Context: an optimization exercise on an open-source flow, tuned for small area. The choices shown serve that exercise and are no tape-out recipe. At most, simulation tests tie the RTL to the original design; equivalence was not proved. Only the layout flow was run in runs 1, 2 and 6; the RTL was not checked for function there. No activity file was given, so power comes from the tool's default toggle rates.

$ cat design.v
module ALU #(parameter w = 8) (
    clk, rst, CE, IN_valid, MODE, CMD, OPA, OPB, Cin,
    ERR, RES, OF, COUT, G, L, E);
    input clk;
    input rst;
    input CE;
    input [1:0] IN_valid;
    input MODE;
    input [3:0] CMD;
    input [7:0] OPA;
    input [7:0] OPB;
    input Cin;
    output reg ERR;
    output reg OF;
    output reg COUT;
    output reg G;
    output reg L;
    output reg E;
    output reg [16:0] RES;
wire sgn_in = (CMD[3:2] == 2'b11) | (CMD[1:0] == 2'b11);   
wire [7:0] ca = {OPA[7] ^ sgn_in, OPA[6:0]};
wire [7:0] cb = {OPB[7] ^ sgn_in, OPB[6:0]};
wire [1:0] cmp_code = (ca == cb) ? 2'b11 : (ca < cb) ? 2'b01 : 2'b10;
wire [2:0] rot_amt = CMD[0] ? (3'd0 - OPB[2:0]) : OPB[2:0];
reg need_a, need_b, bad;
reg rows_i, aq1_i, aq2_i, ci_i, swap;
reg [3:0] s_i;
reg [1:0] bsel;        
reg [7:0] bconst;
reg azero;
always @(*) begin
    need_a = 1'b1; need_b = 1'b1; bad = 1'b0;
    rows_i = 1'b0; aq1_i = 1'b0; aq2_i = 1'b0; ci_i = 1'b0;
    s_i = 4'b0000; swap = 1'b0; bsel = 2'd0; bconst = 8'h00; azero = 1'b0;
    if (MODE) begin
        case (CMD)
            4'b0000: begin rows_i = 1'b1; end
            4'b0001: begin rows_i = 1'b1; ci_i = 1'b1; s_i = 4'b1000; bsel = 2'd1; end
            4'b0010: begin rows_i = 1'b1; ci_i = Cin; end
            4'b0011: begin rows_i = 1'b1; ci_i = ~Cin; bsel = 2'd1;
                           s_i = {3'b100, Cin & (&OPB)}; end
            4'b0100: begin rows_i = 1'b1; ci_i = 1'b1; bsel = 2'd3; need_b = 1'b0; end
            4'b0101: begin rows_i = 1'b1; s_i = 4'b1000; bsel = 2'd2; bconst = 8'hFF;
                           need_b = 1'b0; end
            4'b0110: begin rows_i = 1'b1; ci_i = 1'b1; bsel = 2'd3; swap = 1'b1;
                           need_a = 1'b0; end
            4'b0111: begin rows_i = 1'b1; s_i = 4'b1000; bsel = 2'd2; bconst = 8'hFF;
                           swap = 1'b1; need_a = 1'b0; end
            4'b1000: begin rows_i = 1'b1; s_i = {2'b01, cmp_code}; bsel = 2'd3;
                           azero = 1'b1; end
            4'b1001: begin rows_i = 1'b1; aq1_i = 1'b1; ci_i = 1'b1; end
            4'b1010: begin aq2_i = 1'b1; end
            4'b1011: begin rows_i = 1'b1; s_i = {2'b01, cmp_code}; end
            4'b1100: begin rows_i = 1'b1; ci_i = 1'b1; s_i = {2'b01, cmp_code};
                           bsel = 2'd1; end
            default: bad = 1'b1;
        endcase
    end else begin
        case (CMD)
            4'b0000: s_i = 4'b1000;
            4'b0001: s_i = 4'b0111;
            4'b0010: s_i = 4'b1110;
            4'b0011: s_i = 4'b0001;
            4'b0100: s_i = 4'b0110;
            4'b0101: s_i = 4'b1001;
            4'b0110: begin s_i = 4'b0011; need_b = 1'b0; end
            4'b0111: begin s_i = 4'b0011; swap = 1'b1; need_a = 1'b0; end
            4'b1000: begin aq1_i = 1'b1; s_i = 4'b0001; bsel = 2'd2; bconst = 8'h80;
                           need_b = 1'b0; end
            4'b1001: begin aq1_i = 1'b1; s_i = 4'b0110; bsel = 2'd2; bconst = 8'h02;
                           need_b = 1'b0; end
            4'b1010: begin aq1_i = 1'b1; s_i = 4'b0001; bsel = 2'd2; bconst = 8'h80;
                           swap = 1'b1; need_a = 1'b0; end
            4'b1011: begin aq1_i = 1'b1; s_i = 4'b0110; bsel = 2'd2; bconst = 8'h02;
                           swap = 1'b1; need_a = 1'b0; end
            4'b1100, 4'b1101: begin
                           aq1_i = 1'b1; s_i = 4'b0011; bsel = 2'd2;
                           bconst = 8'd1 << rot_amt; bad = |OPB[7:4]; end
            default: bad = 1'b1;
        endcase
    end
end
wire err_in = bad | (need_a & ~IN_valid[0]) | (need_b & ~IN_valid[1]);
wire mul_in = MODE & (CMD == 4'b1001 || CMD == 4'b1010);
wire [7:0] a_in = (err_in | azero) ? 8'h00 : swap ? OPB : OPA;
wire [7:0] b_in = bsel == 2'd0 ? OPB : bsel == 2'd1 ? ~OPB :
                  bsel == 2'd2 ? bconst : 8'h00;
wire [7:0] code_in = err_in ? {2'b00, mul_in, 1'b0, mul_in, 3'b000} :
                     {rows_i, aq1_i, aq2_i, ci_i, s_i};
reg [7:0] A, B;
reg rows, aq1, aq2, ci;
reg [3:0] s;
always @(posedge clk) begin
    if (CE) begin
        A <= a_in;
        B <= b_in;
    end
end
always @(posedge clk or posedge rst) begin
    if (rst)
        {rows, aq1, aq2, ci, s} <= 8'h00;
    else if (CE)
        {rows, aq1, aq2, ci, s} <= code_in;
end
wire [8:0] Aq = ({9{aq1}} & {1'b0, A}) | ({9{aq2}} & {A, 1'b0});
wire [7:0] X = {8{rows}} & A;
wire [7:0] Y = {8{rows}} & B;
wire [7:0] pp [0:8];
wire [7:0] ppn [0:8];
genvar gi;
generate for (gi = 0; gi < 9; gi = gi + 1) begin : g_pp
    assign pp[gi] = {8{Aq[gi]}} & B;
    assign ppn[gi] = ~({8{Aq[gi]}} & B);
end endgenerate
wire [7:0] Xn = ~X;
wire [7:0] Yn = ~Y;
wire cin = ~ci;
wire [16:0] P;
wire s1;
wire c2;
alu_xn us1 (ppn[0][7], ppn[1][6], s1);
alu_or uc2 (ppn[0][7], ppn[1][6], c2);
wire s3;
wire c4;
alu_xn us3 (ppn[0][4], ppn[1][3], s3);
alu_or uc4 (ppn[0][4], ppn[1][3], c4);
wire s5;
wire c6;
alu_fa us5 (ppn[0][5], ppn[1][4], ppn[2][3], s5, c6);
wire s7;
wire c8;
alu_xn us7 (ppn[3][2], ppn[4][1], s7);
alu_or uc8 (ppn[3][2], ppn[4][1], c8);
wire s9;
wire c10;
alu_fa us9 (ppn[0][6], ppn[1][5], ppn[2][4], s9, c10);
wire s11;
wire c12;
alu_fa us11 (ppn[3][3], ppn[4][2], ppn[5][1], s11, c12);
wire s13;
wire c14;
alu_xn us13 (ppn[6][0], Xn[6], s13);
alu_or uc14 (ppn[6][0], Xn[6], c14);
wire s15;
wire c16;
alu_fa us15 (ppn[2][5], ppn[3][4], ppn[4][3], s15, c16);
wire s17;
wire c18;
alu_fa us17 (ppn[5][2], ppn[6][1], ppn[7][0], s17, c18);
wire s19;
wire c20;
alu_fa us19 (Xn[7], Yn[7], s1, s19, c20);
wire s21;
wire c22;
alu_fa us21 (ppn[1][7], ppn[2][6], ppn[3][5], s21, c22);
wire s23;
wire c24;
alu_fa us23 (ppn[4][4], ppn[5][3], ppn[6][2], s23, c24);
wire s25;
wire c26;
alu_fa us25 (ppn[7][1], ppn[8][0], c2, s25, c26);
wire s27;
wire c28;
alu_fa us27 (ppn[2][7], ppn[3][6], ppn[4][5], s27, c28);
wire s29;
wire c30;
alu_fa us29 (ppn[5][4], ppn[6][3], ppn[7][2], s29, c30);
wire s31;
wire c32;
alu_fa us31 (ppn[3][7], ppn[4][6], ppn[5][5], s31, c32);
wire s33;
wire c34;
alu_xn us33 (ppn[0][2], ppn[1][1], s33);
alu_or uc34 (ppn[0][2], ppn[1][1], c34);
wire s35;
wire c36;
alu_fa us35 (ppn[0][3], ppn[1][2], ppn[2][1], s35, c36);
wire s37;
wire c38;
alu_xn us37 (ppn[3][0], Xn[3], s37);
alu_or uc38 (ppn[3][0], Xn[3], c38);
wire s39;
wire c40;
alu_fa us39 (ppn[2][2], ppn[3][1], ppn[4][0], s39, c40);
wire s41;
wire c42;
alu_fa us41 (Xn[4], Yn[4], s3, s41, c42);
wire s43;
wire c44;
alu_fa us43 (ppn[5][0], Xn[5], Yn[5], s43, c44);
wire s45;
wire c46;
alu_fa us45 (s5, s7, c4, s45, c46);
wire s47;
wire c48;
alu_fa us47 (Yn[6], s9, s11, s47, c48);
wire s49;
wire c50;
alu_fa us49 (s13, c6, c8, s49, c50);
wire s51;
wire c52;
alu_fa us51 (s15, s17, s19, s51, c52);
wire s53;
wire c54;
alu_fa us53 (c10, c12, c14, s53, c54);
wire s55;
wire c56;
alu_fa us55 (s21, s23, s25, s55, c56);
wire s57;
wire c58;
alu_fa us57 (c16, c18, c20, s57, c58);
wire s59;
wire c60;
alu_fa us59 (ppn[8][1], s27, s29, s59, c60);
wire s61;
wire c62;
alu_fa us61 (c22, c24, c26, s61, c62);
wire s63;
wire c64;
alu_fa us63 (ppn[6][4], ppn[7][3], ppn[8][2], s63, c64);
wire s65;
wire c66;
alu_fa us65 (s31, c28, c30, s65, c66);
wire s67;
wire c68;
alu_fa us67 (ppn[4][7], ppn[5][6], ppn[6][5], s67, c68);
wire s69;
wire c70;
alu_fa us69 (ppn[7][4], ppn[8][3], c32, s69, c70);
wire s71;
wire c72;
alu_fa us71 (ppn[5][7], ppn[6][6], ppn[7][5], s71, c72);
wire s73;
wire c74;
alu_xn us73 (ppn[0][0], Xn[0], s73);
alu_or uc74 (ppn[0][0], Xn[0], c74);
wire s75;
wire c76;
alu_fa us75 (ppn[0][1], ppn[1][0], Xn[1], s75, c76);
wire s77;
wire c78;
alu_fa us77 (ppn[2][0], Xn[2], Yn[2], s77, c78);
wire s79;
wire c80;
alu_fa us79 (Yn[3], s35, s37, s79, c80);
wire s81;
wire c82;
alu_fa us81 (s39, s41, c36, s81, c82);
wire s83;
wire c84;
alu_fa us83 (s43, s45, c40, s83, c84);
wire s85;
wire c86;
alu_fa us85 (s47, s49, c44, s85, c86);
wire s87;
wire c88;
alu_fa us87 (s51, s53, c48, s87, c88);
wire s89;
wire c90;
alu_fa us89 (s55, s57, c52, s89, c90);
wire s91;
wire c92;
alu_fa us91 (s59, s61, c56, s91, c92);
wire s93;
wire c94;
alu_fa us93 (s63, s65, c60, s93, c94);
wire s95;
wire c96;
alu_fa us95 (s67, s69, c64, s95, c96);
wire s97;
wire c98;
alu_fa us97 (ppn[8][4], s71, c68, s97, c98);
wire s99;
wire c100;
alu_fa us99 (ppn[6][7], ppn[7][6], ppn[8][5], s99, c100);
wire s101;
wire c102;
alu_xn us101 (Yn[0], cin, s101);
alu_or uc102 (Yn[0], cin, c102);
wire s103;
wire c104;
alu_fa us103 (Yn[1], s75, c74, s103, c104);
wire s105;
wire c106;
alu_fa us105 (s33, s77, c76, s105, c106);
wire s107;
wire c108;
alu_fa us107 (c34, s79, c78, s107, c108);
wire s109;
wire c110;
alu_fa us109 (c38, s81, c80, s109, c110);
wire s111;
wire c112;
alu_fa us111 (c42, s83, c82, s111, c112);
wire s113;
wire c114;
alu_fa us113 (c46, s85, c84, s113, c114);
wire s115;
wire c116;
alu_fa us115 (c50, s87, c86, s115, c116);
wire s117;
wire c118;
alu_fa us117 (c54, s89, c88, s117, c118);
wire s119;
wire c120;
alu_fa us119 (c58, s91, c90, s119, c120);
wire s121;
wire c122;
alu_fa us121 (c62, s93, c92, s121, c122);
wire s123;
wire c124;
alu_fa us123 (c66, s95, c94, s123, c124);
wire s125;
wire c126;
alu_fa us125 (c70, s97, c96, s125, c126);
wire s127;
wire c128;
alu_fa us127 (c72, s99, c98, s127, c128);
wire s129;
wire c130;
alu_fa us129 (ppn[7][7], ppn[8][6], c100, s129, c130);
wire s131;
wire g132;
alu_xr us131 (s73, s101, s131);
alu_nr ug132 (s73, s101, g132);
wire s133;
wire c134;
wire p135;
wire g136;
alu_xr up135 (s103, c102, p135);
alu_nr ug136 (s103, c102, g136);
alu_aoi uc134 (p135, g132, g136, c134);
alu_xr us133 (p135, g132, s133);
wire s137;
wire c138;
wire p139;
wire g140;
alu_xn up139 (s105, c104, p139);
alu_or ug140 (s105, c104, g140);
alu_oai uc138 (p139, c134, g140, c138);
alu_xr us137 (p139, c134, s137);
wire s141;
wire c142;
wire p143;
wire g144;
alu_xr up143 (s107, c106, p143);
alu_nr ug144 (s107, c106, g144);
alu_aoi uc142 (p143, c138, g144, c142);
alu_xr us141 (p143, c138, s141);
wire s145;
wire c146;
wire p147;
wire g148;
alu_xn up147 (s109, c108, p147);
alu_or ug148 (s109, c108, g148);
alu_oai uc146 (p147, c142, g148, c146);
alu_xr us145 (p147, c142, s145);
wire s149;
wire c150;
wire p151;
wire g152;
alu_xr up151 (s111, c110, p151);
alu_nr ug152 (s111, c110, g152);
alu_aoi uc150 (p151, c146, g152, c150);
alu_xr us149 (p151, c146, s149);
wire s153;
wire c154;
wire p155;
wire g156;
alu_xn up155 (s113, c112, p155);
alu_or ug156 (s113, c112, g156);
alu_oai uc154 (p155, c150, g156, c154);
alu_xr us153 (p155, c150, s153);
wire s157;
wire c158;
wire p159;
wire g160;
alu_xr up159 (s115, c114, p159);
alu_nr ug160 (s115, c114, g160);
alu_aoi uc158 (p159, c154, g160, c158);
alu_xr us157 (p159, c154, s157);
wire s161;
wire c162;
wire p163;
wire g164;
alu_xn up163 (s117, c116, p163);
alu_or ug164 (s117, c116, g164);
alu_oai uc162 (p163, c158, g164, c162);
alu_xr us161 (p163, c158, s161);
wire s165;
wire c166;
wire p167;
wire g168;
alu_xr up167 (s119, c118, p167);
alu_nr ug168 (s119, c118, g168);
alu_aoi uc166 (p167, c162, g168, c166);
alu_xr us165 (p167, c162, s165);
wire s169;
wire c170;
wire p171;
wire g172;
alu_xn up171 (s121, c120, p171);
alu_or ug172 (s121, c120, g172);
alu_oai uc170 (p171, c166, g172, c170);
alu_xr us169 (p171, c166, s169);
wire s173;
wire c174;
wire p175;
wire g176;
alu_xr up175 (s123, c122, p175);
alu_nr ug176 (s123, c122, g176);
alu_aoi uc174 (p175, c170, g176, c174);
alu_xr us173 (p175, c170, s173);
wire s177;
wire c178;
wire p179;
wire g180;
alu_xn up179 (s125, c124, p179);
alu_or ug180 (s125, c124, g180);
alu_oai uc178 (p179, c174, g180, c178);
alu_xr us177 (p179, c174, s177);
wire s181;
wire c182;
wire p183;
wire g184;
alu_xr up183 (s127, c126, p183);
alu_nr ug184 (s127, c126, g184);
alu_aoi uc182 (p183, c178, g184, c182);
alu_xr us181 (p183, c178, s181);
wire s185;
wire c186;
wire p187;
wire g188;
alu_xn up187 (s129, c128, p187);
alu_or ug188 (s129, c128, g188);
alu_oai uc186 (p187, c182, g188, c186);
alu_xr us185 (p187, c182, s185);
wire s189;
wire c190;
wire p191;
wire g192;
alu_xr up191 (ppn[8][7], c130, p191);
alu_nr ug192 (ppn[8][7], c130, g192);
alu_aoi uc190 (p191, c186, g192, c190);
alu_xr us189 (p191, c186, s189);
wire s193;
assign s193 = ~c190;
assign P = {s193, s189, s185, s181, s177, s173, s169, s165, s161, s157, s153, s149, s145, s141, s137, s133, s131};
wire arith = rows & ~aq1;
wire shrot = aq1 & ~rows;
wire lgc   = ~rows & ~aq1 & ~aq2;
wire mulop = aq2 | (rows & aq1);
wire lo_en = arith | (shrot & s[1]);
wire hi_en = shrot & s[0];
wire en8   = arith | (shrot & s[2]);
wire [3:0] tt = {4{lgc}} & s;
wire inv16 = lgc & s[0];
wire k8 = arith & (s[3] | (s[2] & (A[7] ^ B[7])));
wire U  = arith & (k8 ? ~P[8] : (s[2] & A[7]));
reg [7:0] lo;
integer i;
always @(*)
    for (i = 0; i < 8; i = i + 1)
        lo[i] = (lo_en & P[i]) | (hi_en & P[i+8]) | tt[{A[i], B[i]}];
wire r8 = (en8 & P[8]) ^ k8;
wire [16:0] R = {U | inv16, {7{U}}, r8, lo};
wire cout_n = arith & ~s[3] & ~s[2] & P[8];
wire of_n = arith & ((s[3] & ~s[0] & ~P[8]) |
                     (s[2] & (A[7] == B[7]) & (P[7] != A[7])));
wire cmp = arith & s[2];
wire e_n = cmp & s[1] & s[0];
wire l_n = cmp & ~s[1] & s[0];
wire g_n = cmp & s[1] & ~s[0];
wire err_n = (lgc & (s == 4'b0000)) | (aq2 & s[3]);
reg [16:0] RES_m;
always @(posedge clk or posedge rst) begin
    if (rst) begin
        RES <= 0; RES_m <= 0;
        COUT <= 0; OF <= 0; G <= 0; L <= 0; E <= 0; ERR <= 0;
    end else if (CE) begin
        if (mulop) begin
            RES_m <= P;
            RES <= RES_m;
        end else
            RES <= R;
        COUT <= cout_n;
        OF <= of_n;
        G <= g_n;
        L <= l_n;
        E <= e_n;
        ERR <= err_n;
    end
end
endmodule
module alu_fa (a, b, c, s, co);
    input a, b, c;
    output s, co;
    assign s = a ^ b ^ c;
    assign co = (a & b) | (a & c) | (b & c);
endmodule
module alu_ha (a, b, s, co);
    input a, b;
    output s, co;
    assign s = a ^ b;
    assign co = a & b;
endmodule
module alu_nd (a, b, y);
    input a, b;
    output y;
    assign y = ~(a & b);
endmodule
module alu_xn (a, b, y);
    input a, b;
    output y;
    assign y = ~(a ^ b);
endmodule
module alu_xr (a, b, y);
    input a, b;
    output y;
    assign y = a ^ b;
endmodule
module alu_anb (a, bn, y);
    input a, bn;
    output y;
    assign y = a & ~bn;
endmodule
module alu_nr (a, b, y);
    input a, b;
    output y;
    assign y = ~(a | b);
endmodule
module alu_or (a, b, y);
    input a, b;
    output y;
    assign y = a | b;
endmodule
module alu_onb (a, bn, y);
    input a, bn;
    output y;
    assign y = a | ~bn;
endmodule
module alu_aoi (p, c, g, y);
    input p, c, g;
    output y;
    assign y = ~((p & c) | g);
endmodule
module alu_oai (pn, cn, gn, y);
    input pn, cn, gn;
    output y;
    assign y = ~((pn | cn) & gn);
endmodule
$ cat run.sh
#!/bin/bash
# synth_recipe.tcl (not shown) runs the flow's synth.tcl, then flattens the netlist and writes it again
# the make line also repeats each setting of config.mk as NAME=value (left out here)
make -C /OpenROAD-flow-scripts/flow DESIGN_CONFIG=/design/flow/config.mk WORK_HOME=/design/flow/orfs CLKGATE_MAP_FILE= SYNTH_SCRIPT=/design/flow/synth_recipe.tcl finish
$ cat config.mk
export PLATFORM = sky130hd
export DESIGN_NAME = ALU
export DESIGN_NICKNAME = ALU
export VERILOG_FILES = /design/flow/design.v
export SDC_FILE = /design/flow/constraint.sdc
export NUM_CORES = 4
export LEC_CHECK = 0
export ABC_AREA = 1
export CAP_MARGIN = 20
export CORE_MARGIN = 2
export CORE_UTILIZATION = 60
export CTS_BUF_LIST = sky130_fd_sc_hd__clkbuf_4 sky130_fd_sc_hd__clkbuf_8
export SLEW_MARGIN = 20
export SYNTH_HIERARCHICAL = 1
$ cat constraint.sdc
create_clock -name core_clock -period 6.0 [get_ports {clk}]
set_input_delay 1.2000 -clock core_clock [delete_from_list [all_inputs] [get_ports {clk}]]
set_output_delay 1.2000 -clock core_clock [all_outputs]
set_load 0.01 [all_outputs]
==> reports/results.txt, run 1 <==
outcome: finished clean
achievable frequency: 179 MHz
RSZ-0062 raised after global routing: no
Worst Tran Pin Value: 921 ps
min-delay worst type: register to register
Metal-1 WL: 7360 µm
antenna-violating nets left: 0
initial antenna violation count: 0
metal3 WL: 1270 µm
relative slew slack: 38.4%
Die Span Y: 110 µm
post-route insts no fill: 1204
Power Dens Cells: 206 nW/µm²
GPL Wtd Cong: 0.962
first-pass GRT wire length: 28300 µm
post-DR wirelength/cell: 14.0 µm
Remaining DRCs: 0
Post-Syn Area: 6720 µm²
Synth Warn #: 7
CP Launch Type: register
biggest cell delay along the critical path: 610 ps
routed wire length: 16800 µm
Crit path max-delay family: adder cells
flop and latch count out of synthesis: 64
fin. max-slew vios: 0
Crit Path Category: register to register
Final setup viols: 0
post-layout minimum cycle time: 5600 ps
area grow syn2layout: 14.4%
Slowest-stage cell, CP: fa_1
Synth Area per Inst: 6.66 µm²
total negative setup slack: 0 ps
CTS Sinks: 64
drt via density: 5.37
Placeable Area: 10900 µm²
DR iter-0 viols: 487
leakage power figure: 0.00394 µW
placed cells: 1186
first-pass detailed-route iteration total: 7
hold buffer count at CTS: 0
Syn Inst Count: 1009
final hold violation count: 0
Initial Utilization: 61.7%
sequential share of the synthesized area: 25.0%
CP bufs+invs: 5
syn_nets: 1102
Critical Path Most Common Cell: nand2_1
peak supply drop: 0.161 mV
CTS tree: yes
Critical Path RT: 6240 ps
vias in the first global route: 5933
Top Layer Used: met4
ANT cells: 0
largest net degree at the start of global routing: 49
asr flop ratio synth: 75.0%
die area: 12100 µm²
Synth cell types: 39
Worst setup EP type: register
via count: 6460
CTS clk-pin slew, worst paths: 90 ps
Tot GR Track Use: 30.1%
Clock Latency Late Sink: 360 ps
Primary FF master, synth: dfrtp_1
Num CTS Buffers: 9
htree depth: 3
Met2 Routed Length: 7890 µm
Die X: 110 µm
IO Count: 50
EDFF count, synth: 16
Data arrival, critical path: 5840 ps
Worst Skew: 14.7 ps
fin nets: 1152
max_cap viols: 0
post-detail-place hpwl: 13500 µm
Clock Tree Buf Depth: 2
Rows: 38
critical-path maximum fanout: 10
crit share post-route: 93.3%
clk root buf: clkbuf_8
layout cells sized above 1: 7.61%
number of port buffers: 49
total grt overflow: 0
-- sequential cells by signal (all words and copies together) (netlist names), 4 cells and up --
signal	flops
RES_m	17
s	4
A	8
RES	17
B	8
-- cell type report --
cell class / count / area [µm²]
inverter: 186 / 699
clock buffer: 9 / 124
clock inverter: 7 / 100
sequential: 64 / 1680
fill: 972 / 3200
multi-input combinational: 730 / 4270
tap: 140 / 175
timing repair buffer: 68 / 633
-- synth_stat cells, drive strengths merged (2+ instances only) --
master / n / area (µm²)
clkinv: 3 / 11.3
clkbuf: 21 / 78.8
nand3: 62 / 320
edfxtp: 16 / 480
mux2: 7 / 78.8
ha: 9 / 113
nand2: 393 / 1490
nand4: 6 / 37.5
a21oi: 32 / 190
a22oi: 2 / 15.0
inv: 183 / 687
dfrtp: 48 / 1200
o211ai: 10 / 75.1
nor2: 65 / 274
o41ai: 2 / 17.5
o21ai: 63 / 319
fa: 57 / 1140
o22ai: 8 / 50.1
nor3: 6 / 30.0
buf: 8 / 47.5
o31ai: 2 / 15.0
-- power by group --
group | switching (µW) | internal (µW) | leakage (µW)
clock | 185 | 238 | 0.000115
sequential | 59.3 | 520 | 0.000796
combinational | 360 | 224 | 0.00303
-- cells by family (layout without fill, tap and decap cells) --
family / Yosys count / after routing / share of synthesized area (%)
AOI/OAI and AO/OA: 121 / 121 / 10.4
xor gates and xnor gates: 1 / 1 / 0.130
adders and majority gates: 66 / 66 / 18.7
buffers and inverters: 215 / 270 / 12.3
DFF: 64 / 64 / 25.0
muxes: 7 / 7 / 1.17
and+or+nand+nor: 535 / 535 / 32.4
-- per-module statistics from Yosys (local to each module, per instance) --
module / cells / times used / area [µm²] / flip-flops and latches
alu_or: 3 / 15 / 11.3 / 0
alu_xn: 5 / 15 / 18.8 / 0
alu_oai: 1 / 7 / 5.00 / 0
ALU: 688 / 1 / 4540 / 64
alu_fa: 1 / 57 / 20.0 / 0
alu_nr: 1 / 9 / 3.75 / 0
alu_xr: 5 / 24 / 18.8 / 0
alu_aoi: 1 / 8 / 8.76 / 0
-- per-layer routing --
metal | vias to the layer above | track usage (%)
li1 | 3208 | -
met3 | 30 | 4.80
met5 | - | 0
met1 | 2950 | 41.3
met4 | 0 | 7.32
met2 | 272 | 50.0
-- metrics by stage --
| step | hold WS (ps) | total power, µW | instance area (µm²) | utilization (%) | worst slack (ps) |
|---|---|---|---|---|---|
| floorplan | 448 | 966 | 6720 | - | 433 |
| finish | 484 | 1590 | 7680 | 70.6 | 400 |
| global placement | 463 | 1150 | 7380 | 67.8 | 297 |
| CTS | 488 | 1580 | 7610 | 69.9 | 29.2 |
| detailed placement | 467 | 1160 | 7380 | 67.8 | 62.3 |
| global route | 508 | 1700 | 7680 | 70.6 | 21.6 |
-- cells in the final DEF (no fill, tap or decap), types with 10 or more instances in the layout --
cell / synthesis / routed
nand2_1: 390 / 390
inv_1: 180 / 178
nand3_1: 60 / 60
fa_1: 57 / 57
nor2_1: 55 / 55
o21ai_0: 53 / 53
clkdlybuf4s50_1: 0 / 49
dfrtp_1: 48 / 47
a21oi_1: 24 / 24
buf_4: 1 / 19
edfxtp_1: 16 / 16
o211ai_1: 10 / 10
-- final timing paths --
| kind | endpoint | slack, ps | from | cells after the start |
|---|---|---|---|---|
| setup / recovery | RES[7] | 400 | aq1 | 29 |
| hold / removal | RES[0] | 480 | RES[0] | 2 |
| setup reg to reg | RES[7] | 400 | aq1 | 29 |
| hold reg to reg | RES[0] | 480 | RES[0] | 2 |
| max in group asynchronous | aq2 | 4170 | rst | 2 |
| min in group asynchronous | RES[10] | 1300 | rst | 2 |
-- timing repair --
action / in CTS / in global routing
gates resized for setup: 0 / 13
setup buffers: 0 / 2
endpoints found under the setup margin: 0 / 6
-- worst min-delay path: stages (launching register included) --
cell     delay (ps)
dfrtp_1         350
nand2_1          50
nand2_1          50
==> inputs of run 2 (changes only) <==
--- a/config.mk
+++ b/config.mk
@@ -5,7 +5,6 @@
 export SDC_FILE = /design/flow/constraint.sdc
 export NUM_CORES = 4
 export LEC_CHECK = 0
-export ABC_AREA = 1
 export CAP_MARGIN = 20
 export CORE_MARGIN = 2
 export CORE_UTILIZATION = 60
==> run 2 against run 1 <==
  * Via count is 18% lower
  * First-iteration DRC count fell by 11%
  * Highest routed layer unchanged
  * Maximum frequency shrank 0.34%
==> reports/results.txt, run 2 <==
sequential share of power: 33.3%
Core Util, Final: 69.3%
post-DR wirelength/cell: 19.9 µm
cell accounting for the most synthesized area: dfrtp_1
Regs by FF count: RES: 17 flops, RES_m: 17 flops
clk root buf: clkbuf_8
CTS clk-pin slew, worst paths: 70 ps
Crit Path Category: register to register
via count: 5288
setup bufs post-CTS: 0
largest net degree at the start of global routing: 49
CTS tree: yes
total negative setup slack: 0 ps
vias in the first global route: 5338
fin. max-slew vios: 0
post-layout minimum cycle time: 5620 ps
GPL Wtd Cong: 0.952
Num CTS Buffers: 9
most instantiated library cell after synthesis: nand2_1
syn_nets: 757
Worst Tran Pin Value: 833 ps
Clock Latency Late Sink: 350 ps
max_cap viols: 0
leakage power figure: 0.00249 µW
top cells by area, synth: dfrtp_1, fa_1, edfxtp_1
sequential share of the synthesized area: 26.7%
hold buffer count at CTS: 0
Syn Inst Count: 664
Synth Area per Inst: 9.50 µm²
Rows: 37
EDFF count, synth: 16
ANT cells: 0
DR iter-0 viols: 435
Primary FF master, synth: dfrtp_1
layout cells sized above 1: 11.1%
combinational fraction of design power: 41.7%
CP startpoint: A[1]
outcome: finished clean
Initial Utilization: 61.4%
Final setup viols: 0
peak supply drop: 0.118 mV
P_sw: 682 µW
area grow syn2layout: 12.9%
hold slack: 488 ps
routed wire length: 16600 µm
CTS Sinks: 64
flop and latch count out of synthesis: 64
clock share of power: 24.9%
critical-path maximum fanout: 4
Data arrival, critical path: 5850 ps
Power Dens Cells: 254 nW/µm²
total grt overflow: 0
post-synth top area share: 19.0%
number of port buffers: 49
asr flop ratio synth: 75.0%
R2R Path Start: A[1]
drt via density: 6.33
Worst Skew: 10.6 ps
relative slew slack: 44.3%
CP Launch Type: register
most frequent cells in the layout: nand2_1, fa_1, clkdlybuf4s50_1, dfrtp_1, nor2_1
Int Pwr: 1130 µW
die area: 11300 µm²
hold_sp: RES_m[7]
Post-Syn Area: 6310 µm²
post-detail-place hpwl: 12700 µm
RSZ-0062 raised after global routing: no
IO Count: 50
Synth Warn #: 7
commonest non-fill, non-tap cell in the layout: nand2_1
Tot GR Track Use: 31.3%
switch share: 37.6%
most frequent cells after synthesis: nand2_1, fa_1, dfrtp_1
final hold violation count: 0
achievable frequency: 178 MHz
Die Span Y: 107 µm
biggest cell delay along the critical path: 570 ps
antenna-violating nets left: 0
Remaining DRCs: 0
Worst setup EP type: register
Die X: 107 µm
Critical Path RT: 6240 ps
first-pass GRT wire length: 27200 µm
Slowest-stage cell, CP: fa_1
crit share post-route: 93.6%
fin nets: 788
Placeable Area: 10300 µm²
first-pass detailed-route iteration total: 7
htree depth: 3
min-delay worst type: register to register
CP Cell Sequence: a22o_1, nand2_1, fa_1, fa_1, fa_1, fa_1, xor2_1, a21oi_2, o21ai_1, a21oi_2, o21ai_1, a21oi_2, o21ai_1, a21oi_2, o21ai_1, a21oi_2, o21ai_1, xor2_1, a22oi_1, nand2_1, a21oi_1, o2bb2ai_1
initial antenna violation count: 0
Synth cell types: 72
Clock Tree Buf Depth: 2
==> run 2: kinds of logic after synthesis <==
group | count (synthesis) | synth area share [%]
adder cells (fa/ha/maj) | 66 | 19.9
AND/OR/NAND/NOR | 227 | 16.6
multiplexers | 41 | 8.43
AO/OA/AOI/OAI | 155 | 17.7
buffers and inverters | 67 | 4.62
XOR/XNOR | 44 | 6.11
flip-flops | 64 | 26.7
==> run 2: cell type report <==
class                      count  area, µm²
multi-input combinational    533       4330
fill                         831       3150
sequential                    64       1680
timing repair buffer          66        613
tap                          136        170
clock buffer                   9        124
clock inverter                 7        119
inverter                      21       80.1
==> run 2: metal layers <==
| layer | vias to the layer above | track usage, % | part of all wire, % |
|---|---|---|---|
| li1 | 2385 | - | - |
| met1 | 2558 | 41.8 | 39 |
| met2 | 280 | 50.0 | 49 |
| met3 | 65 | 4.54 | 7.3 |
| met4 | 0 | 16.0 | 5.1 |
| met5 | - | 0 | 0 |
==> run 2: final timing paths <==
kind / endpoint / slack [ps] / cells after the start
max: RES[7] / 380 / 22
min reg2reg: RES_m[7] / 490 / 1
max in group asynchronous: aq1 / 4160 / 2
min in group asynchronous: RES[15] / 1300 / 2
min: RES_m[7] / 490 / 1
max reg2reg: RES[7] / 380 / 22
==> run 2: per-stage QoR <==
stage | power [µW] | cell area, µm² | cells | setup WS (ps)
after floorplan | 1090 | 6310 | 664 | 411
after global placement | 1330 | 6880 | 820 | 488
after detailed placement | 1360 | 6880 | 820 | 372
after CTS | 1810 | 7120 | 836 | 333
after global routing | 1910 | 7120 | 836 | 22.7
final | 1810 | 7120 | 836 | 382
==> run 2: Yosys stat by module, one instance, submodules excluded <==
module | copies in the design | cells inside
alu_xr | 24 | 1
alu_fa | 57 | 1
alu_xn | 15 | 1
alu_or | 15 | 1
ALU | 1 | 529
alu_aoi | 8 | 1
alu_oai | 7 | 1
alu_nr | 9 | 1
==> run 2: power by group through the flow <==
stage / Sequential, µW / Combinational, µW / Clock, µW
global placement: 604 / 723 / 0
finish: 604 / 757 / 451
floorplan: 584 / 509 / 0
detailed placement: 610 / 747 / 0
CTS: 602 / 751 / 455
global route: 613 / 821 / 477
==> run 2: repair_timing <==
| item | CTS | global route |
|---|---|---|
| hold endpoints to repair | 0 | 0 |
| gates resized for setup | 0 | 1 |
| endpoints found under the setup margin | 0 | 2 |
==> run 2: worst max-delay path, delay by kind of cell, from the launching register on <==
kind	cells	cell delay [ps]
AO/OA/AOI/OAI	14	2430
XOR/XNOR	2	380
adder cells (fa/ha/maj)	4	2010
flip-flops	1	500
AND/OR/NAND/NOR	2	160
==> inputs of run 3 (changes only) <==
--- a/design.v
+++ b/design.v
@@ -22,37 +22,36 @@
 wire [7:0] cb = {OPB[7] ^ sgn_in, OPB[6:0]};
 wire [1:0] cmp_code = (ca == cb) ? 2'b11 : (ca < cb) ? 2'b01 : 2'b10;
 wire [2:0] rot_amt = CMD[0] ? (3'd0 - OPB[2:0]) : OPB[2:0];
+wire [7:0] rot_hot = 8'd1 << rot_amt;
 reg need_a, need_b, bad;
-reg rows_i, aq1_i, aq2_i, ci_i, swap;
+reg rows_i, aq1_i, aq2_i, ci_i;
 reg [3:0] s_i;
-reg [1:0] bsel;        
-reg [7:0] bconst;
-reg azero;
+reg sela, selb, invb, rot;
+reg [7:0] ka, kb;
 always @(*) begin
     need_a = 1'b1; need_b = 1'b1; bad = 1'b0;
-    rows_i = 1'b0; aq1_i = 1'b0; aq2_i = 1'b0; ci_i = 1'b0;
-    s_i = 4'b0000; swap = 1'b0; bsel = 2'd0; bconst = 8'h00; azero = 1'b0;
+    rows_i = 1'b0; aq1_i = 1'b0; aq2_i = 1'b0; ci_i = 1'b0; s_i = 4'b0000;
+    sela = 1'b1; selb = 1'b1; invb = 1'b0; rot = 1'b0; ka = 8'h00; kb = 8'h00;
     if (MODE) begin
         case (CMD)
-            4'b0000: begin rows_i = 1'b1; end
-            4'b0001: begin rows_i = 1'b1; ci_i = 1'b1; s_i = 4'b1000; bsel = 2'd1; end
+            4'b0000: rows_i = 1'b1;
+            4'b0001: begin rows_i = 1'b1; ci_i = 1'b1; s_i = 4'b1000; invb = 1'b1; end
             4'b0010: begin rows_i = 1'b1; ci_i = Cin; end
-            4'b0011: begin rows_i = 1'b1; ci_i = ~Cin; bsel = 2'd1;
+            4'b0011: begin rows_i = 1'b1; ci_i = ~Cin; invb = 1'b1;
                            s_i = {3'b100, Cin & (&OPB)}; end
-            4'b0100: begin rows_i = 1'b1; ci_i = 1'b1; bsel = 2'd3; need_b = 1'b0; end
-            4'b0101: begin rows_i = 1'b1; s_i = 4'b1000; bsel = 2'd2; bconst = 8'hFF;
+            4'b0100: begin rows_i = 1'b1; ci_i = 1'b1; selb = 1'b0; need_b = 1'b0; end
+            4'b0101: begin rows_i = 1'b1; s_i = 4'b1000; selb = 1'b0; kb = 8'hFF;
                            need_b = 1'b0; end
-            4'b0110: begin rows_i = 1'b1; ci_i = 1'b1; bsel = 2'd3; swap = 1'b1;
+            4'b0110: begin rows_i = 1'b1; ci_i = 1'b1; sela = 1'b0; need_a = 1'b0; end
+            4'b0111: begin rows_i = 1'b1; s_i = 4'b1000; sela = 1'b0; ka = 8'hFF;
                            need_a = 1'b0; end
-            4'b0111: begin rows_i = 1'b1; s_i = 4'b1000; bsel = 2'd2; bconst = 8'hFF;
-                           swap = 1'b1; need_a = 1'b0; end
-            4'b1000: begin rows_i = 1'b1; s_i = {2'b01, cmp_code}; bsel = 2'd3;
-                           azero = 1'b1; end
+            4'b1000: begin rows_i = 1'b1; s_i = {2'b01, cmp_code}; sela = 1'b0;
+                           selb = 1'b0; end
             4'b1001: begin rows_i = 1'b1; aq1_i = 1'b1; ci_i = 1'b1; end
-            4'b1010: begin aq2_i = 1'b1; end
+            4'b1010: aq2_i = 1'b1;
             4'b1011: begin rows_i = 1'b1; s_i = {2'b01, cmp_code}; end
             4'b1100: begin rows_i = 1'b1; ci_i = 1'b1; s_i = {2'b01, cmp_code};
-                           bsel = 2'd1; end
+                           invb = 1'b1; end
             default: bad = 1'b1;
         endcase
     end else begin
@@ -64,27 +63,26 @@
             4'b0100: s_i = 4'b0110;
             4'b0101: s_i = 4'b1001;
             4'b0110: begin s_i = 4'b0011; need_b = 1'b0; end
-            4'b0111: begin s_i = 4'b0011; swap = 1'b1; need_a = 1'b0; end
-            4'b1000: begin aq1_i = 1'b1; s_i = 4'b0001; bsel = 2'd2; bconst = 8'h80;
+            4'b0111: begin s_i = 4'b0101; need_a = 1'b0; end
+            4'b1000: begin aq1_i = 1'b1; s_i = 4'b0001; selb = 1'b0; kb = 8'h80;
                            need_b = 1'b0; end
-            4'b1001: begin aq1_i = 1'b1; s_i = 4'b0110; bsel = 2'd2; bconst = 8'h02;
+            4'b1001: begin aq1_i = 1'b1; s_i = 4'b0110; selb = 1'b0; kb = 8'h02;
                            need_b = 1'b0; end
-            4'b1010: begin aq1_i = 1'b1; s_i = 4'b0001; bsel = 2'd2; bconst = 8'h80;
-                           swap = 1'b1; need_a = 1'b0; end
-            4'b1011: begin aq1_i = 1'b1; s_i = 4'b0110; bsel = 2'd2; bconst = 8'h02;
-                           swap = 1'b1; need_a = 1'b0; end
+            4'b1010: begin aq1_i = 1'b1; s_i = 4'b0001; sela = 1'b0; ka = 8'h80;
+                           need_a = 1'b0; end
+            4'b1011: begin aq1_i = 1'b1; s_i = 4'b0110; sela = 1'b0; ka = 8'h02;
+                           need_a = 1'b0; end
             4'b1100, 4'b1101: begin
-                           aq1_i = 1'b1; s_i = 4'b0011; bsel = 2'd2;
-                           bconst = 8'd1 << rot_amt; bad = |OPB[7:4]; end
+                           aq1_i = 1'b1; s_i = 4'b0011; selb = 1'b0; rot = 1'b1;
+                           bad = |OPB[7:4]; end
             default: bad = 1'b1;
         endcase
     end
 end
 wire err_in = bad | (need_a & ~IN_valid[0]) | (need_b & ~IN_valid[1]);
 wire mul_in = MODE & (CMD == 4'b1001 || CMD == 4'b1010);
-wire [7:0] a_in = (err_in | azero) ? 8'h00 : swap ? OPB : OPA;
-wire [7:0] b_in = bsel == 2'd0 ? OPB : bsel == 2'd1 ? ~OPB :
-                  bsel == 2'd2 ? bconst : 8'h00;
+wire [7:0] a_in = err_in ? 8'h00 : ({8{sela}} & OPA) | ka;
+wire [7:0] b_in = ({8{selb}} & (OPB ^ {8{invb}})) | kb | ({8{rot}} & rot_hot);
 wire [7:0] code_in = err_in ? {2'b00, mul_in, 1'b0, mul_in, 3'b000} :
                      {rows_i, aq1_i, aq2_i, ci_i, s_i};
 reg [7:0] A, B;
==> flow/run.sh (new file) <==
#!/bin/bash
# Layout flow: the standard layout (standard.sh, all ORFS steps from
# synthesis to finish) with two changes: the buffers that the flow puts on
# every input and output port are buf_1 cells, not the resizer's default
# choice, clock tree synthesis adds no dummy loads to balance the tree, and after
# global routing the resizer downsizes cells on paths with slack to spare
# (RECOVER_POWER).
# The full output of the run goes to standard.log in this folder; ORFS keeps
# each step's own log under orfs/logs/.
set -euo pipefail
bash standard.sh \
  "BUFFER_PORTS_ARGS=-buffer_cell sky130_fd_sc_hd__buf_1" \
  "CTS_ARGS=-sink_clustering_enable -repair_clock_nets -buf_list {sky130_fd_sc_hd__clkbuf_4 sky130_fd_sc_hd__clkbuf_8} -dont_use_dummy_load" \
  "RECOVER_POWER=100" \
  finish > standard.log 2>&1
==> standard.sh (new file) <==
#!/bin/bash
# synth_recipe.tcl (not shown) runs the flow's synth.tcl, then flattens the netlist and writes it again
# the make line also repeats each setting of config.mk as NAME=value (left out here)
make -C /OpenROAD-flow-scripts/flow DESIGN_CONFIG=/design/flow/config.mk WORK_HOME=/design/flow/orfs CLKGATE_MAP_FILE= SYNTH_SCRIPT=/design/flow/synth_recipe.tcl "${@:-finish}"
removed: run.sh
==> run 3 against run 2 <==
  * The layout now fails its checks (max-capacitance violations, max-slew violations)
  * Clock-buffer cell count is the same
  * Routed wire length is 3.5% lower
  * Combinational power shrank 45%
  * Sequential share of layout area increased by 1.9 points
  * Worst hold slack worse by 11 ps
  * Maximum frequency is 0.49% lower
  * Clock skew increased by 7.3 ps
  * Clock power decreased by 37%
  * Core utilization is 2.3 points lower
  * Global-route usage fell by 0.71 points
  * Non-clock buffer count up 5
  * Highest routed layer unchanged
==> reports/results.txt, run 3 <==
Crit Path Category: register to register
CTS Sinks: 64
cell accounting for the most synthesized area: dfrtp_1
routed wire length: 16000 µm
syn_nets: 772
number of port buffers: 49
achievable frequency: 177 MHz
Place WS: 191 ps
Die Span Y: 105 µm
IO Count: 50
violated checks: max-capacitance violations, max-slew violations
Remaining DRCs: 0
first-pass GRT wire length: 26400 µm
flop and latch count out of synthesis: 64
Post-Syn Area: 6110 µm²
relative slew slack: -38.8%
post-layout minimum cycle time: 5650 ps
top cells by area, synth: dfrtp_1, fa_1, nand2_1
Synth Warn #: 7
GPL Wtd Cong: 0.937
Die X: 105 µm
Placeable Area: 9820 µm²
Worst Skew: 17.9 ps
design area: 6580 µm²
Rows: 36
Clock Latency Late Sink: 350 ps
peak supply drop: 0.0922 mV
clock share of power: 22.0%
final hold violation count: 0
CP Launch Type: register
most instantiated library cell after synthesis: nand2_1
DP Area: 6400 µm²
Syn Inst Count: 679
CTS tree: yes
max_cap viols: 1
Design Power: 1290 µW
asr flop ratio synth: 75.0%
initial antenna violation count: 0
area grow syn2layout: 7.70%
post-DR wirelength/cell: 19.0 µm
most frequent cells in the layout: nand2_1, fa_1, buf_1, dfrtp_1, nor2_1
Int Pwr: 816 µW
DR iter-0 viols: 374
die area: 11000 µm²
Final Worst Setup Slack: 354 ps
Power Dens Cells: 195 nW/µm²
Critical Path RT: 6270 ps
drt via density: 6.19
sequential share of power: 45.4%
Clock Tree Buf Depth: 2
crit share post-route: 94.1%
hold buffer count at CTS: 0
Worst setup EP type: register
outcome: failed layout checks
vias in the first global route: 5198
min-delay worst type: register to register
EDFF count, synth: 16
layout cells sized above 1: 9.00%
CP Cell Sequence: a22o_1, nand2_1, fa_1, fa_1, fa_1, fa_1, xnor2_1, o21ai_1, a21oi_2, o21ai_1, a21oi_2, o21ai_2, a21oi_2, o21ai_1, a21oi_2, o21ai_1, xor2_1, a22oi_1, o211ai_1, a21oi_1, nor2_1
R2R Path Start: A[4]
CP startpoint: A[4]
P_sw: 471 µW
fin. max-slew vios: 49
post-route insts no fill: 844
Data arrival, critical path: 5910 ps
Num CTS Buffers: 9
CP bufs+invs: 0
CTS clk-pin slew, worst paths: 60 ps
post-detail-place hpwl: 12200 µm
Tot GR Track Use: 30.6%
Final setup viols: 0
critical-path maximum fanout: 8
Synth Area per Inst: 9.00 µm²
total grt overflow: 0
most frequent cells after synthesis: nand2_1, fa_1, dfrtp_1
htree depth: 3
via count: 5222
clk root buf: clkbuf_8
Synth cell types: 62
post-synth top area share: 19.6%
Crit path max-delay family: compound AO/OA/AOI/OAI gates
first-pass detailed-route iteration total: 5
largest net degree at the start of global routing: 49
Primary FF master, synth: dfrtp_1
biggest cell delay along the critical path: 590 ps
Regs by FF count: RES: 17 flops, RES_m: 17 flops
switch share: 36.6%
fin nets: 806
Worst Tran Pin Value: 2070 ps
commonest non-fill, non-tap cell in the layout: nand2_1
sequential share of the synthesized area: 27.5%
total negative setup slack: 0 ps
antenna-violating nets left: 0
Slowest-stage cell, CP: fa_1
placed cells: 830
ANT cells: 0
leakage power figure: 0.00217 µW
hold_sp: RES_m[9]
Initial Utilization: 62.3%
combinational fraction of design power: 32.6%
[run 3: cell count changes after synthesis, moves of 5 or more]
cell       previous run  this run
mux2_2                9         1
mux2_1                8         0
xnor2_1              17        24
a221o_1               1         8
nand2_1             121       156
clkbuf_1             28        37
buf_4                 5         0
o211ai_1              2        11
nor2_1               44        38
mux2i_1              16         0
o21ai_1              18         8
o2bb2ai_1            12         3
o21ai_0              13        21
o22ai_1               3        12
[run 3: metal layers]
metal	track usage, %	vias up	part of all wire, %
met3	5.12	41	5.9
met2	50.2	238	49
met5	0	-	0
li1	-	2411	-
met1	39.8	2532	41
met4	13.6	0	3.9
[run 3: power groups by stage]
| stage | Combinational (µW) | Clock, µW | Sequential (µW) |
|---|---|---|---|
| global placement | 394 | 0 | 589 |
| global route | 468 | 302 | 594 |
| finish | 419 | 283 | 585 |
| CTS | 408 | 286 | 585 |
| floorplan | 306 | 0 | 565 |
| detailed placement | 406 | 0 | 593 |
[run 3: timing repair]
action                                  in CTS  in global routing
setup buffers                                0                  5
endpoints found under the setup margin       0                  3
hold endpoints to repair                     0                  0
gates resized for setup                      0                  6
[run 3: stage by stage]
stage	hold WS, ps	utilization [%]
after floorplan	447	-
after global placement	460	65.1
after detailed placement	464	65.1
after CTS	479	66.4
after global routing	503	67.0
final	477	67.0
[run 3: logic make-up (layout without fill, tap and decap cells)]
group,Yosys count,in the layout,synth area share (%)
multiplexers,9,9,3.13
XOR/XNOR,51,51,7.31
flip-flops,64,64,27.5
AND/OR/NAND/NOR,261,261,19.0
adder cells (fa/ha/maj),66,66,20.5
AO/OA/AOI/OAI,161,161,18.2
buffers and inverters,67,99,4.38
[run 3: layout make-up]
class	instances	area [µm²]
Clock buffer	9	124
Sequential cell	64	1680
Tap cell	133	166
Timing Repair Buffer	71	350
Fill cell	840	3240
Inverter	19	72.6
Multi-Input combinational cell	548	4190
[run 3: worst min-delay path: stages, from the launching register on]
cell     delay (ps)
dfrtp_1         340
nand2_1          50
nand2_1          60
[run 3: final timing paths]
check / cells past startpoint / slack, ps / to
setup / recovery: 21 / 350 / RES[7]
hold / removal: 2 / 480 / RES_m[9]
setup reg to reg: 21 / 350 / RES[7]
hold reg to reg: 2 / 480 / RES_m[9]
max in group asynchronous: 2 / 3570 / aq2
min in group asynchronous: 2 / 1370 / RES[13]
[run 3: per-module statistics from Yosys, one instance, submodules excluded]
module / cells / area [µm²]
ALU: 544 / 4400
alu_aoi: 1 / 8.76
alu_fa: 1 / 20.0
alu_nr: 1 / 3.75
alu_oai: 1 / 5.00
alu_or: 1 / 6.26
alu_xn: 1 / 8.76
alu_xr: 1 / 8.76
==> inputs of run 4 (changes only) <==
==> flow/run.sh (replaced) <==
#!/bin/bash
# Layout flow: the standard layout (standard.sh, all ORFS steps from
# synthesis to finish) with two changes: the buffers that the flow puts on
# every input and output port are buf_1 cells, not the resizer's default
# choice, and clock tree synthesis adds no dummy loads to balance the tree.
# The full output of the run goes to standard.log in this folder; ORFS keeps
# each step's own log under orfs/logs/.
set -euo pipefail
bash standard.sh \
  "BUFFER_PORTS_ARGS=-buffer_cell sky130_fd_sc_hd__buf_1" \
  "CTS_ARGS=-sink_clustering_enable -repair_clock_nets -buf_list {sky130_fd_sc_hd__clkbuf_4 sky130_fd_sc_hd__clkbuf_8} -dont_use_dummy_load" \
  finish > standard.log 2>&1
==> run 4 against run 3 <==
  * Now clean on timing, DRC and antenna
  * Sequential power is essentially flat
  * Cell area did not move
  * Maximum frequency about the same
  * Area after synthesis unchanged
  * Critical path depth stayed put
  * Global-route usage unchanged
  * Die area did not move
  * Non-clock buffer count unchanged
  * Setup slack about the same
  * Largest cell class unchanged
  * Clock-buffer cell count did not move
  * Critical endpoint unchanged
==> reports/results.txt, run 4 <==
design area: 6580 µm²
Primary FF master, synth: dfrtp_1
Hold EP: RES_m[9]
fin. max-slew vios: 0
Final setup viols: 0
asr flop ratio synth: 75.0%
commonest non-fill, non-tap cell in the layout: nand2_1
Rows: 36
Clock Tree Buf Depth: 2
final hold violation count: 0
htree depth: 3
Worst setup EP type: register
initial antenna violation count: 0
die area: 11000 µm²
top cells by area, synth: dfrtp_1, fa_1, nand2_1
R2R Path Start: A[4]
most instantiated library cell after synthesis: nand2_1
most frequent cells in the layout: nand2_1, fa_1, buf_1, dfrtp_1, nor2_1
reg2reg path depth: 21
Placeable Area: 9820 µm²
Data arrival, critical path: 5910 ps
post-layout minimum cycle time: 5650 ps
Synth Area per Inst: 9.00 µm²
Die X: 105 µm
Critical Path RT: 6270 ps
Synth Warn #: 7
CTS Sinks: 64
sequential share of the synthesized area: 27.5%
syn_nets: 772
relative slew slack: 21.8%
antenna-violating nets left: 0
Crit Path Category: register to register
Power Dens Cells: 195 nW/µm²
Worst Hold Depth: 2
area grow syn2layout: 7.70%
Num CTS Buffers: 9
CP bufs+invs: 0
min-delay worst type: register to register
Synth cell types: 62
leakage power figure: 0.00217 µW
Regs by FF count: RES: 17 flops, RES_m: 17 flops
CP Cell Sequence: a22o_1, nand2_1, fa_1, fa_1, fa_1, fa_1, xnor2_1, o21ai_1, a21oi_2, o21ai_1, a21oi_2, o21ai_2, a21oi_2, o21ai_1, a21oi_2, o21ai_1, xor2_1, a22oi_1, o211ai_1, a21oi_1, nor2_1
outcome: finished clean
clk root buf: clkbuf_8
Slowest-stage cell, CP: fa_1
Die Span Y: 105 µm
crit share post-route: 94.1%
Clock Latency Late Sink: 350 ps
DP Area: 6400 µm²
routed wire length: 16000 µm
flop and latch count out of synthesis: 64
reg2reg end: RES[7]
achievable frequency: 177 MHz
critical-path maximum fanout: 8
Initial Utilization: 62.3%
post-synth top area share: 19.6%
Worst Skew: 17.9 ps
Post-Syn Area: 6110 µm²
CTS clk-pin slew, worst paths: 60 ps
cell accounting for the most synthesized area: dfrtp_1
Crit path max-delay family: compound AO/OA/AOI/OAI gates
ANT cells: 0
Tot GR Track Use: 30.6%
vias in the first global route: 5198
post-detail-place hpwl: 12200 µm
biggest cell delay along the critical path: 590 ps
Syn Inst Count: 679
Core Util, Final: 67.0%
drt via density: 6.20
reg2reg setup slack: 350 ps
Worst Tran Pin Value: 1160 ps
most frequent cells after synthesis: nand2_1, fa_1, dfrtp_1
GPL Wtd Cong: 0.937
peak supply drop: 0.0921 mV
max_cap viols: 0
hold_sp: RES_m[9]
total grt overflow: 0
fin nets: 806
first-pass GRT wire length: 26400 µm
number of port buffers: 49
EDFF count, synth: 16
largest net degree at the start of global routing: 49
CP Launch Type: register
IO Count: 50
layout cells sized above 1: 9.00%
CTS tree: yes
first-pass detailed-route iteration total: 5
post-DR wirelength/cell: 19.0 µm
Remaining DRCs: 0
DR iter-0 viols: 374
via count: 5231
run 4: cell types whose count changed in the layout (fill, tap and decap cells not counted):
cell,previous run,this run
clkinvlp_2,1,0
clkinv_2,0,1
run 4: area by class of cell:
cell class	instances	area, µm²
sequential	64	1680
tap	133	166
inverter	19	72.6
fill	840	3240
timing repair buffer	71	350
clock buffer	9	124
multi-input combinational	548	4190
run 4: worst max-delay path by stage:
stage / start / to / slack (ps) / cells after the start
3_5_place_dp: aq2 / RES[7] / 190 / 24
4_1_cts: aq2 / RES[7] / 160 / 24
6_report: A[4] / RES[7] / 350 / 21
5_1_grt: aq2 / RES[7] / -20 / 22
3_3_place_gp: aq2 / RES[7] / 390 / 22
2_1_floorplan: aq1 / RES[7] / 410 / 24
run 4: per-module statistics from Yosys (local to each module, per instance):
module	flip-flops and latches	times used
ALU	64	1
alu_aoi	0	8
alu_or	0	15
alu_xn	0	15
alu_oai	0	7
alu_fa	0	57
alu_xr	0	24
alu_nr	0	9
run 4: per-stage QoR:
stage | instances | setup WS (ps) | hold slack, ps | power, µW | setup TNS (ps)
finish | 844 | 354 | 477 | 1290 | 0
global route | 844 | -20.0 | 503 | 1360 | -20.0
CTS | 839 | 156 | 479 | 1280 | 0
detailed placement | 830 | 191 | 464 | 999 | 0
global placement | 830 | 388 | 460 | 983 | 0
floorplan | 679 | 414 | 447 | 871 | 0
run 4: cell families (layout without fill, tap and decap cells):
kind of cell,count (synthesis),after routing,share of synthesized area (%)
adder cells (fa/ha/maj),66,66,20.5
multiplexers,9,9,3.13
AND/OR/NAND/NOR,261,261,19.0
buffers and inverters,67,99,4.38
flip-flops,64,64,27.5
AO/OA/AOI/OAI,161,161,18.2
XOR/XNOR,51,51,7.31
run 4: worst register-to-register path: stages, from the launching register on:
cell and delay, ps:
edfxtp_1 490, a22o_1 390, nand2_1 130, fa_1 550, fa_1 440, fa_1 590
fa_1 460, xnor2_1 170, o21ai_1 250, a21oi_2 120, o21ai_1 240, a21oi_2 110
o21ai_2 220, a21oi_2 90, o21ai_1 240, a21oi_2 100, o21ai_1 250, xor2_1 220
a22oi_1 90, o211ai_1 230, a21oi_1 60, nor2_1 140
run 4: layer usage:
| layer | vias to the layer above | global-route usage, % | part of all wire, % |
|---|---|---|---|
| met5 | - | 0 | 0 |
| met4 | 0 | 13.6 | 3.9 |
| met3 | 41 | 5.12 | 5.9 |
| met2 | 241 | 50.2 | 49 |
| met1 | 2538 | 39.8 | 41 |
| li1 | 2411 | - | - |
run 4: report_power, final:
part,internal [µW],total [µW],switching (µW)
clock network,134,283,149
logic,163,419,256
registers,519,584,65.9
total,815,1290,471
run 4: timing repair:
action                                  4_1_cts  5_1_grt
resized for setup                             0        6
endpoints found under the setup margin        0        3
hold buffers                                  0        0
buffers inserted                              0        5
==> inputs of run 5 (changes only) <==
--- a/config.mk
+++ b/config.mk
@@ -7,7 +7,7 @@
 export LEC_CHECK = 0
 export CAP_MARGIN = 20
 export CORE_MARGIN = 2
-export CORE_UTILIZATION = 60
+export CORE_UTILIZATION = 75
 export CTS_BUF_LIST = sky130_fd_sc_hd__clkbuf_4 sky130_fd_sc_hd__clkbuf_8
 export SLEW_MARGIN = 20
 export SYNTH_HIERARCHICAL = 1
==> run 5 against run 4 <==
  * Still clean
  * Clock skew is 0.68 ps lower
  * Sequential cell count stayed put
  * Synthesized cell count stayed put
  * Maximum frequency is 0.52% higher
  * Global-route usage is 8.9 points higher
  * Setup slack better by 29 ps
  * Critical path type unchanged
  * Critical endpoint unchanged
  * Largest cell class unchanged
==> reports/results.txt, run 5 <==
outcome: finished clean
Primary FF master, synth: dfrtp_1
Slowest-stage cell, CP: fa_1
flop and latch count out of synthesis: 64
Place WS: 185 ps
total negative setup slack: 0 ps
top cells by area, synth: dfrtp_1, fa_1, nand2_1
Post-Syn Area: 6110 µm²
area grow syn2layout: 6.12%
Critical Path RT: 6260 ps
peak supply drop: 0.125 mV
Remaining DRCs: 0
htree depth: 3
Synth Area per Inst: 9.00 µm²
Critical Path Most Common Cell: a21oi_2
routed wire length: 16500 µm
Clock Latency Late Sink: 340 ps
achievable frequency: 178 MHz
total grt overflow: 0
layout cells sized above 1: 7.94%
Worst setup EP type: register
Initial Utilization: 78.3%
Met2 Routed Length: 7970 µm
Clock Tree Buf Depth: 2
Crit Path Category: register to register
fin nets: 800
first-pass detailed-route iteration total: 5
drt via density: 6.81
via count: 5498
Rows: 32
die area: 8890 µm²
Die X: 94.3 µm
hold buffer count at CTS: 0
Final Worst Setup Slack: 383 ps
Worst Tran Pin Value: 1050 ps
Power Dens Cells: 199 nW/µm²
post_cts resized: 0
hold slack: 487 ps
crit share post-route: 93.6%
Top Layer Used: met4
initial antenna violation count: 0
Syn Inst Count: 679
RSZ-0062 raised after global routing: no
Tot GR Track Use: 39.5%
Metal-1 WL: 6030 µm
EDFF count, synth: 16
most frequent cells in the layout: nand2_1, fa_1, buf_1, dfrtp_1, nor2_1
post-synth top area share: 19.6%
Final setup viols: 0
GPL Wtd Cong: 0.925
ANT cells: 0
DR iter-0 viols: 564
syn_nets: 772
CP Cell Sequence: and2_1, buf_4, nand2_1, fa_1, fa_1, fa_1, xor2_1, a21oi_2, o21ai_1, a21oi_2, o21ai_2, a21oi_2, o21ai_2, a21oi_2, o21ai_2, a21oi_2, o21ai_1, a21oi_2, o21ai_1, xor2_1, a22oi_1, o211ai_1, a21oi_1, nor2_1
final hold violation count: 0
CTS Sinks: 64
biggest cell delay along the critical path: 590 ps
vias in the first global route: 5365
leakage power figure: 0.00214 µW
asr flop ratio synth: 75.0%
Synth Warn #: 7
Placeable Area: 7810 µm²
Synth Area in XOR/XNOR: 7.31%
critical-path maximum fanout: 9
antenna-violating nets left: 0
largest net degree at the start of global routing: 49
most frequent cells after synthesis: nand2_1, fa_1, dfrtp_1
simple-gate share of the synthesized area: 19.0%
first-pass GRT wire length: 26600 µm
post-detail-place hpwl: 12400 µm
most instantiated library cell after synthesis: nand2_1
number of port buffers: 49
Regs by FF count: RES: 17 flops, RES_m: 17 flops
Worst Skew: 17.2 ps
CTS tree: yes
min-delay worst type: register to register
CTS clk-pin slew, worst paths: 80 ps
Die Span Y: 94.3 µm
post-DR wirelength/cell: 20.5 µm
adder-cell share of the synthesized area: 20.5%
IO Count: 50
sequential share of the synthesized area: 27.5%
cell accounting for the most synthesized area: dfrtp_1
post-layout minimum cycle time: 5620 ps
max_cap viols: 0
portion of netlist area occupied by mux cells: 3.13%
Data arrival, critical path: 5870 ps
setup bufs post-CTS: 0
commonest non-fill, non-tap cell in the layout: nand2_1
largest family of logic cells by synthesized area: adder cells
relative slew slack: 29.3%
clk root buf: clkbuf_8
Synth Area in Compound Gates: 18.2%
fin. max-slew vios: 0
Num CTS Buffers: 9
Synth cell types: 62
metal3 WL: 1840 µm
CP Launch Type: register
==> run 5: metal layers <==
metal,global-route usage (%),vias up
li1,-,2409
met1,49.7,2585
met2,64.6,427
met3,10.8,77
met4,16.3,0
met5,0,-
==> run 5: stage by stage <==
| step | instance area (µm²) | util, % | std cells | power [µW] |
|---|---|---|---|---|
| finish | 6490 | 83.1 | 807 | 1290 |
| global route | 6490 | 83.1 | 807 | 1360 |
| CTS | 6470 | 82.9 | 807 | 1280 |
| detailed placement | 6350 | 81.3 | 798 | 1000 |
| global placement | 6350 | 81.3 | 798 | 971 |
| floorplan | 6110 | - | 679 | 871 |
==> run 5: area by class of cell <==
type | instances | area (µm²)
Multi-Input combinational cell | 548 | 4180
Sequential cell | 64 | 1680
Fill cell | 476 | 1320
Timing Repair Buffer | 65 | 305
Tap cell | 102 | 128
Clock buffer | 9 | 124
Inverter | 19 | 72.6
==> run 5: critical path, delay by kind of cell (launching register included) <==
kind            cells  cell delay [ps]
xor+xnor            2              480
buf+inv             1              170
flops               1              470
simple gates        3              410
fa+ha+maj           3             1590
compound gates     15             2390
==> run 5: final timing paths <==
kind / start / end / slack [ps] / cells past startpoint
worst max register to register: aq1 / RES[7] / 380 / 24
min in group asynchronous: rst / RES[15] / 960 / 2
max in group asynchronous: rst / aq2 / 4490 / 2
worst min-delay path: L / L / 490 / 2
worst min register to register: L / L / 490 / 2
worst max-delay path: aq1 / RES[7] / 380 / 24
==> run 5: logic make-up (layout without fill, tap and decap cells) <==
kind of cell | after synthesis | after routing
AOI/OAI and AO/OA | 161 | 161
xor gates and xnor gates | 51 | 51
adders and majority gates | 66 | 66
buffers and inverters | 67 | 93
DFF | 64 | 64
muxes | 9 | 9
and+or+nand+nor | 261 | 261
==> run 5: report_power, final <==
part           leakage [µW]  switching (µW)  internal [µW]
sequential         0.000787            66.3            519
combinational       0.00129             265            159
clock             0.0000647             147            134
total               0.00214             478            811
==> run 5: per-module statistics from Yosys (local to each module, per instance), excerpt <==
module	cell area, µm²	times used	cells
alu_aoi	8.76	8	1
ALU	4400	1	544
alu_xn	8.76	15	1
alu_xr	8.76	24	1
alu_fa	20.0	57	1
alu_nr	3.75	9	1
==> inputs of run 6 (changes only) <==
--- a/design.v
+++ b/design.v
@@ -471,14 +471,19 @@
 wire g_n = cmp & s[1] & ~s[0];
 wire err_n = (lgc & (s == 4'b0000)) | (aq2 & s[3]);
 reg [16:0] RES_m;
+reg m_ok;
+always @(posedge clk) begin
+    if (CE & mulop)
+        RES_m <= P;
+end
 always @(posedge clk or posedge rst) begin
     if (rst) begin
-        RES <= 0; RES_m <= 0;
+        RES <= 0; m_ok <= 0;
         COUT <= 0; OF <= 0; G <= 0; L <= 0; E <= 0; ERR <= 0;
     end else if (CE) begin
         if (mulop) begin
-            RES_m <= P;
-            RES <= RES_m;
+            RES <= m_ok ? RES_m : 17'd0;
+            m_ok <= 1'b1;
         end else
             RES <= R;
         COUT <= cout_n;
--- a/config.mk
+++ b/config.mk
@@ -7,7 +7,7 @@
 export LEC_CHECK = 0
 export CAP_MARGIN = 20
 export CORE_MARGIN = 2
-export CORE_UTILIZATION = 75
+export CORE_UTILIZATION = 60
 export CTS_BUF_LIST = sky130_fd_sc_hd__clkbuf_4 sky130_fd_sc_hd__clkbuf_8
 export SLEW_MARGIN = 20
 export SYNTH_HIERARCHICAL = 1
==> run 6 against run 5 <==
  * First-iteration DRC count fell by 20%
  * Area after synthesis rose by 2.0%
  * Sequential share of layout area rose by 0.74 points
  * Combinational power fell by 2%
  * Largest cell class unchanged
  * Sequential power fell by 5.8%
  * Highest routed layer unchanged
  * Synthesized cell count fell by 2.9%
==> reports/results.txt, run 6 <==
Reg area: 1790 µm²
flop and latch count out of synthesis: 65
first-pass GRT wire length: 26600 µm
reg2reg end: RES[6]
sequential share of the synthesized area: 28.7%
Rows: 37
fin. max-slew vios: 0
most frequent cells in the layout: nand2_1, fa_1, buf_1, nor2_1, a21oi_1
hold buffer count at CTS: 0
syn_nets: 752
min-delay worst type: register to register
RSZ-0062 raised after global routing: no
largest family of logic cells by synthesized area: adder cells
antenna-violating nets left: 0
Worst Hold Depth: 2
clk root buf: clkbuf_8
Synth cell types: 68
portion of netlist area occupied by mux cells: 3.59%
total negative setup slack: 0 ps
htree depth: 3
CTS Sinks: 65
Data arrival, critical path: 5760 ps
Tot GR Track Use: 30.5%
Critical Path RT: 6180 ps
Synth Area in Compound Gates: 17.4%
Regs by FF count: RES: 17 flops, RES_m: 17 flops
Clock Latency Late Sink: 340 ps
layout cells sized above 1: 10.0%
outcome: finished clean
most instantiated library cell after synthesis: nand2_1
initial antenna violation count: 0
cell accounting for the most synthesized area: fa_1
die area: 11200 µm²
total grt overflow: 0
Primary FF master, synth: edfxtp_1
Core Util, Final: 66.0%
Syn Inst Count: 659
post-layout minimum cycle time: 5580 ps
post-synth top area share: 18.3%
Placeable Area: 10200 µm²
Crit Path Category: register to register
via count: 5160
achievable frequency: 179 MHz
largest net degree at the start of global routing: 69
Worst Skew: 27.2 ps
ANT cells: 0
Synth Area per Inst: 9.46 µm²
Die X: 106 µm
CTS tree: yes
==> run 6: cell count changes in the layout (fill, tap and decap cells not counted), sizes merged, moves of 9 or more <==
cell / change
buf: +10
dfrtp: -16
a21oi: +10
nand2: -41
edfxtp: +17
nor3: +9
==> run 6: worst max-delay path by stage <==
| stage | from | end | slack (ps) | depth (start not counted) |
|---|---|---|---|---|
| final | A[1] | RES[6] | 420 | 22 |
| after global routing | A[1] | RES[6] | 10 | 22 |
| after CTS | A[1] | RES[6] | 170 | 22 |
| after detailed placement | A[1] | RES[6] | 180 | 22 |
| after global placement | A[1] | RES[6] | 430 | 22 |
| after floorplan | aq1 | RES[7] | 310 | 24 |
==> run 6: critical path: stages, from the launching register on <==
cell,delay [ps]
edfxtp_1,450
a22o_1,280
buf_4,170
nand2_1,100
xnor2_1,140
fa_1,460
fa_1,480
fa_1,510
fa_1,560
xor2_1,250
a21oi_2,120
o21ai_2,200
a21oi_2,100
o21ai_2,220
a21oi_2,100
o21ai_1,250
a21oi_2,110
xor2_1,210
a22oi_1,160
nor3_1,60
a221oi_1,250
a2bb2oi_1,190
a21oi_1,80
==> run 6: logic make-up (layout without fill, tap and decap cells) <==
kind of cell,Yosys count,count (layout)
AND/OR/NAND/NOR,238,238
buffers and inverters,71,109
XOR/XNOR,52,52
flip-flops,65,65
AO/OA/AOI/OAI,155,155
adder cells (fa/ha/maj),66,66
multiplexers,12,12
==> run 6: timing repair <==
item                                    CTS  global route
endpoints found under the setup margin    0             3
resized for setup                         0             7
endpoints found under the hold margin     0             0
==> run 6: layout make-up <==
| class | count | area share (%) |
|---|---|---|
| sequential | 65 | 26.7 |
| multi-input combinational | 523 | 61.9 |
| clock buffer | 9 | 1.84 |
| timing repair buffer | 75 | 5.66 |
| inverter | 25 | 1.40 |
| tap | 136 | 2.53 |
==> run 6: metal layers <==
layer	track usage (%)	part of all wire [%]	up-vias
li1	-	-	2388
met1	41.5	42	2554
met2	50.9	50	197
met3	5.70	6.6	21
met4	8.18	1.8	0
met5	0	0	-
==> run 6: per-stage QoR <==
stage               power, µW  cell area (µm²)  worst slack, ps  hold WS (ps)  instances
floorplan                 845             6230              310           469        659
detailed placement        969             6570              184           499        824
global placement          959             6570              429           493        824
global route             1320             6720             9.69           528        833
CTS                      1250             6690              172           479        833
finish                   1240             6720              418           482        833
==> run 6: Yosys stat by module, one instance, submodules excluded, excerpt <==
module / times used / cell area, µm² / flip-flops and latches
ALU: 1 / 4520 / 65
alu_fa: 57 / 20.0 / 0
alu_aoi: 8 / 8.76 / 0
alu_xr: 24 / 8.76 / 0
alu_xn: 15 / 8.76 / 0
alu_or: 15 / 6.26 / 0
alu_oai: 7 / 5.00 / 0
==> run 6: where the power goes <==
group	leakage (µW)	switching, µW	internal (µW)
Clock	0.0000647	143	133
Combinational	0.00131	254	161
Sequential	0.000718	39.6	512

Check on run 6: ideal ports give 0.418 ns setup slack; a clkbuf_16 on the clock port and buf_2 on the inputs give 0.418 ns; moving port delays by the midpoint clock arrival (0.361 ns) as well gives 0.418 ns.
